Source: an optimization exercise on an open RTL-to-GDS flow (aim: small area, a short achievable clock period and few clock cycles). Production flows keep margins and buffers that such runs may drop. Only simulation tests tie the RTL to the original design; equivalence was not proved.

Setup of run 1:
==> flow/design.v <==
function tp_(input [1:0] t); tp_ = t[0] & !t[1]; endfunction
function tn_(input [1:0] t); tn_ = t[1]; endfunction
function tz_(input [1:0] t); tz_ = !t[0]; endfunction
function [3:0] tfa(input [1:0] a, input [1:0] b, input cp, input ge);
	reg w2, w1, w0, wm1, wm2, c1, c0, cm, sp, sn, cpo, geo;
	begin
		w2 = tp_(a) & tp_(b);
		wm2 = tn_(a) & tn_(b);
		w1 = (tp_(a) & tz_(b)) | (tz_(a) & tp_(b));
		wm1 = (tn_(a) & tz_(b)) | (tz_(a) & tn_(b));
		w0 = !(w2 | wm2 | w1 | wm1);
		c1 = cp;
		c0 = ge & !cp;
		cm = !ge;
		sp = (w1 & c0) | (w0 & c1) | (w2 & cm) | (wm2 & c0) | (wm1 & cm);
		sn = (wm1 & c0) | (w0 & cm) | (wm2 & c1) | (w2 & c0) | (w1 & c1);
		cpo = (w2 & ge) | (w1 & cp);
		geo = !((wm2 & !cp) | (wm1 & !ge));
		tfa = {cpo, geo, sn, sp | sn};
	end
endfunction
`timescale 1ps / 1ps
`default_nettype none
module trisign #(parameter N = 9) (
	input wire [N-1:0] p,
	input wire [N-1:0] n,
	output wire pos,
	output wire neg
);
generate
	if (N == 1) begin : leaf
		assign pos = p[0];
		assign neg = n[0];
	end else begin : node
		localparam NL = N / 2;
		wire lp, ln, hp, hn;
		trisign #(.N(NL)) lo(.p(p[NL-1:0]), .n(n[NL-1:0]), .pos(lp), .neg(ln));
		trisign #(.N(N-NL)) hi(.p(p[N-1:NL]), .n(n[N-1:NL]), .pos(hp), .neg(hn));
		assign pos = hp | (!hn & lp);
		assign neg = hn | (!hp & ln);
	end
endgenerate
endmodule
`timescale 1ps / 1ps
`default_nettype none
module trimuldiv (
	input wire clk,
	input wire rst,
	input wire mul_start,
	input wire div_start,
	input wire [17:0] lhs,
	input wire [17:0] rhs,
	output wire mul_done,
	output wire [17:0] mul_res,
	output wire signed [1:0] mul_sf,
	output wire div_done,
	output wire div_by0,
	output wire [17:0] div_quo,
	output wire signed [1:0] div_quo_sf,
	output wire [17:0] div_rem,
	output wire signed [1:0] div_rem_sf
);
function tp_(input [1:0] t); tp_ = t[0] & !t[1]; endfunction
function tn_(input [1:0] t); tn_ = t[1]; endfunction
function tz_(input [1:0] t); tz_ = !t[0]; endfunction
function [3:0] tfa(input [1:0] a, input [1:0] b, input cp, input ge);
	reg w2, w1, w0, wm1, wm2, c1, c0, cm, sp, sn, cpo, geo;
	begin
		w2 = tp_(a) & tp_(b);
		wm2 = tn_(a) & tn_(b);
		w1 = (tp_(a) & tz_(b)) | (tz_(a) & tp_(b));
		wm1 = (tn_(a) & tz_(b)) | (tz_(a) & tn_(b));
		w0 = !(w2 | wm2 | w1 | wm1);
		c1 = cp;
		c0 = ge & !cp;
		cm = !ge;
		sp = (w1 & c0) | (w0 & c1) | (w2 & cm) | (wm2 & c0) | (wm1 & cm);
		sn = (wm1 & c0) | (w0 & cm) | (wm2 & c1) | (w2 & c0) | (w1 & c1);
		cpo = (w2 & ge) | (w1 & cp);
		geo = !((wm2 & !cp) | (wm1 & !ge));
		tfa = {cpo, geo, sn, sp | sn};
	end
endfunction
integer i;
reg [17:0] R;
reg [17:0] Q;
reg [17:0] D;
reg [3:0] cnt;
reg busy;
reg isdiv;
reg dm, dd;
reg dz;		 
reg dneg;	 
reg [1:0] S;	 
reg ng;		 
reg [1:0] QS;	 
reg [1:0] MS;	 
wire [1:0] qtop = Q[17:16];
wire tp = isdiv & tp_(qtop);
wire tn = isdiv & tn_(qtop);
wire [17:0] R1 = {R[15:0], tn, tp | tn};
wire [17:0] Q1 = {Q[15:0], 2'b00};
wire s_pos = tp_(S);
wire s_neg = tn_(S);
reg [8:0] q1p, q1n;
always @* begin
	for (i = 0; i < 9; i = i + 1) begin
		q1p[i] = tp_(Q1[2*i+:2]);
		q1n[i] = tn_(Q1[2*i+:2]);
	end
end
wire d_neg = dneg;
wire d_pos = !dneg & !dz;
wire q1_pos, q1_neg;
trisign sgn_q1(.p(q1p), .n(q1n), .pos(q1_pos), .neg(q1_neg));
reg [17:0] N;
always @* begin
	for (i = 0; i < 9; i = i + 1)
		N[2*i+:2] = {D[2*i+1] ^ (ng & D[2*i]), D[2*i]};
end
reg [17:0] L;
reg cp, ge;
reg [3:0] fa;
always @* begin
	cp = 0;
	ge = 1;
	for (i = 0; i < 9; i = i + 1) begin
		fa = tfa(R1[2*i+:2], N[2*i+:2], cp, ge);
		L[2*i+:2] = fa[1:0];
		cp = fa[3];
		ge = fa[2];
	end
end
reg [8:0] lp, ln, wp, wn;
always @* begin
	for (i = 0; i < 9; i = i + 1) begin
		lp[i] = tp_(L[2*i+:2]);
		ln[i] = tn_(L[2*i+:2]);
		wp[i] = (tp_(R1[2*i+:2]) & !ln[i]) | (lp[i] & !tn_(R1[2*i+:2]));
		wn[i] = (tn_(R1[2*i+:2]) & !lp[i]) | (ln[i] & !tp_(R1[2*i+:2]));
	end
end
wire l_pos, l_neg, w_pos, w_neg;
trisign sgn_l(.p(lp), .n(ln), .pos(l_pos), .neg(l_neg));
trisign sgn_w(.p(wp), .n(wn), .pos(w_pos), .neg(w_neg));
wire w_zero = !w_pos && !w_neg;
wire choose_div = (w_pos && s_pos) || (w_neg && s_neg)
	|| (w_zero && ((q1_pos && s_pos) || (q1_neg && s_neg)));
wire choose = isdiv ? choose_div : qtop[0];
wire qt_nz = isdiv && choose_div;
wire [1:0] qtrit = {qt_nz & !ng, qt_nz};
wire [17:0] R_next = choose ? L : R1;
wire [17:0] Q_next = {Q[15:0], qtrit};
wire tx = isdiv && cnt != 0;
wire txp = tx & tp_(Q[15:14]);
wire txn = tx & tn_(Q[15:14]);
wire sa_pos = l_pos | (!l_neg & txp);	 
wire sa_neg = l_neg | (!l_pos & txn);
wire sb_pos = s_pos | (!s_neg & txp);	 
wire sb_neg = s_neg | (!s_pos & txn);
wire sn_pos = choose ? sa_pos : sb_pos;
wire sn_neg = choose ? sa_neg : sb_neg;
wire ng_a = sa_pos ^ d_neg;
wire ng_b = sb_pos ^ d_neg;
wire ng_next = isdiv ? (choose_div ? ng_a : ng_b) : Q[15];
reg [8:0] rp_in, rn_in;
always @* begin
	for (i = 0; i < 9; i = i + 1) begin
		rp_in[i] = tp_(rhs[2*i+:2]);
		rn_in[i] = tn_(rhs[2*i+:2]);
	end
end
wire rhs_pos, rhs_neg;
trisign sgn_rhs(.p(rp_in), .n(rn_in), .pos(rhs_pos), .neg(rhs_neg));
wire ng_start = lhs[17] ^ (div_start & !rhs_neg);
wire start = mul_start | div_start;
always @(posedge clk) begin
	if (busy) begin
		R <= R_next;
		Q <= Q_next;
		S <= {sn_neg, sn_pos | sn_neg};
		ng <= ng_next;
		if (!QS[0])
			QS <= qtrit;
		if (!MS[0])
			MS <= {(tp_(qtop) & d_neg) | (tn_(qtop) & d_pos),
				(tp_(qtop) & d_pos) | (tn_(qtop) & d_neg) | (tp_(qtop) & d_neg) | (tn_(qtop) & d_pos)};
		cnt <= cnt - 1;
	end else begin
		R <= 0;
		Q <= lhs;
		D <= rhs;
		dz <= !rhs_pos & !rhs_neg;
		dneg <= rhs_neg;
		S <= lhs[17:16];
		ng <= ng_start;
		QS <= 0;
		MS <= 0;
		isdiv <= div_start;
		cnt <= 8;
	end
	if (rst) begin
		busy <= 0;
		dm <= 0;
		dd <= 0;
	end else begin
		busy <= busy ? (cnt != 0) : start;
		dm <= busy && cnt == 0 && !isdiv;
		dd <= busy && cnt == 0 && isdiv;
	end
end
assign mul_done = dm;
assign mul_res = R;
assign mul_sf = MS;
assign div_done = dd;
assign div_by0 = dz;
assign div_quo = Q;
assign div_rem = R;
assign div_quo_sf = QS;
assign div_rem_sf = S;
endmodule
clock: 17.0 ns
lec_check: 0
abc_area: 1
cap_margin: 20
core_margin: 2
core_utilization: 40
slew_margin: 20
standard.sh (not shown) runs the stock make flow with config.mk's settings and CLKGATE_MAP_FILE= SYNTH_SCRIPT=/design/flow/synth_recipe.tcl, a recipe that flattens the netlist after the stock synthesis.
==> flow/flow/run.sh <==
#!/bin/bash
# Standard layout, but with a small buffer cell on every port.
set -euo pipefail
export BUFFER_PORTS_ARGS="-buffer_cell sky130_fd_sc_hd__buf_1"
bash standard.sh > standard.log 2>&1
Run 1: PASS, flow complete, no timing, DRC or antenna violations
Testbench counts of run 1, summed over its fixed seeds: cycles 35,200.
Input-level comparison between run 2 and run 1:
-- flow/design.v --
<<< run 1, line 152
wire [17:0] R_next = choose ? L : R1;
wire [17:0] Q_next = {Q[15:0], qtrit};
wire tx = isdiv && cnt != 0;
wire txp = tx & tp_(Q[15:14]);
wire txn = tx & tn_(Q[15:14]);
wire sa_pos = l_pos | (!l_neg & txp);	 
wire sa_neg = l_neg | (!l_pos & txn);
>>> run 2, line 152
wire [17:0] R_next = choose ? L : R1;
wire [17:0] Q_next = {Q[15:0], qtrit};
wire skip = !S[0] && !Q[16] && !Q[14] && cnt != 0;
wire last = cnt == 0 || (skip && cnt == 1);
wire [1:0] t_next = skip ? Q[13:12] : Q[15:14];
wire tx = isdiv && !last;
wire txp = tx & tp_(t_next);
wire txn = tx & tn_(t_next);
wire sa_pos = l_pos | (!l_neg & txp);	 
wire sa_neg = l_neg | (!l_pos & txn);
<<< run 1, line 163
wire ng_a = sa_pos ^ d_neg;
wire ng_b = sb_pos ^ d_neg;
wire ng_next = isdiv ? (choose_div ? ng_a : ng_b) : Q[15];
reg [8:0] rp_in, rn_in;
always @* begin
>>> run 2, line 166
wire ng_a = sa_pos ^ d_neg;
wire ng_b = sb_pos ^ d_neg;
wire ng_next = isdiv ? (choose_div ? ng_a : ng_b) : t_next[1];
reg [8:0] rp_in, rn_in;
always @* begin
<<< run 1, line 178
	if (busy) begin
		R <= R_next;
		Q <= Q_next;
		S <= {sn_neg, sn_pos | sn_neg};
		ng <= ng_next;
>>> run 2, line 181
	if (busy) begin
		R <= R_next;
		Q <= skip ? {Q[13:0], 4'b0} : Q_next;
		S <= {sn_neg, sn_pos | sn_neg};
		ng <= ng_next;
<<< run 1, line 186
			MS <= {(tp_(qtop) & d_neg) | (tn_(qtop) & d_pos),
				(tp_(qtop) & d_pos) | (tn_(qtop) & d_neg) | (tp_(qtop) & d_neg) | (tn_(qtop) & d_pos)};
		cnt <= cnt - 1;
	end else begin
		R <= 0;
>>> run 2, line 189
			MS <= {(tp_(qtop) & d_neg) | (tn_(qtop) & d_pos),
				(tp_(qtop) & d_pos) | (tn_(qtop) & d_neg) | (tp_(qtop) & d_neg) | (tn_(qtop) & d_pos)};
		cnt <= cnt - (skip ? 4'd2 : 4'd1);
	end else begin
		R <= 0;
<<< run 1, line 193
		dz <= !rhs_pos & !rhs_neg;
		dneg <= rhs_neg;
		S <= lhs[17:16];
		ng <= ng_start;
		QS <= 0;
>>> run 2, line 196
		dz <= !rhs_pos & !rhs_neg;
		dneg <= rhs_neg;
		S <= div_start ? lhs[17:16] : 2'b00;
		ng <= ng_start;
		QS <= 0;
<<< run 1, line 205
		dd <= 0;
	end else begin
		busy <= busy ? (cnt != 0) : start;
		dm <= busy && cnt == 0 && !isdiv;
		dd <= busy && cnt == 0 && isdiv;
	end
end
>>> run 2, line 208
		dd <= 0;
	end else begin
		busy <= busy ? !last : start;
		dm <= busy && last && !isdiv;
		dd <= busy && last && isdiv;
	end
end
[summary]
- Changes observed in run 2 relative to run 1: setup slack decreased 230 ps, remaining max-slew budget at the tightest pin went down, sequential cell count about even, sequential share of layout area shows an increase of 0.26 points, area fraction in compound gates after synthesis has increased.
- Taking run 2 as 1.0, run 1 lands at 0.914 on power.
Testbench counts of run 2, summed over its fixed seeds: cycles 32,955.

## re-timing with driven ports
In the flow no input, the clock included, has a driving cell. The finished layouts below were timed again as built, in two steps.
Step 1, drivers: a clkbuf_16 drives clk and a buf_2 each remaining input, both assumed.
Step 2, shift: input delay + t, output delay - t, t = (earliest + latest rising clock arrival at the registers) / 2. This alone moves slack from input paths to output paths.
Three values: ideal ports, drivers, drivers and shift; two values: the first two.
| run | t, ns | setup WS [ns] | worst setup path after step 2 | latest minus earliest clock arrival (ns) | slew at the worst register clock pin (ns) |
|---|---|---|---|---|---|
| run 1 | 0.383 | 12.529 / 12.514 / 12.131 | input to register | 0.011 / 0.011 | 0.06 / 0.06 |
| run 2 | 0.367 | 12.296 / 12.296 / 11.995 | input to register | 0.009 / 0.009 | 0.06 / 0.06 |
After both steps setup and hold are still met in every run listed. The setup slack of run 1, which loses most, moves by -0.015 ns with the drivers and by -0.398 ns with both steps.
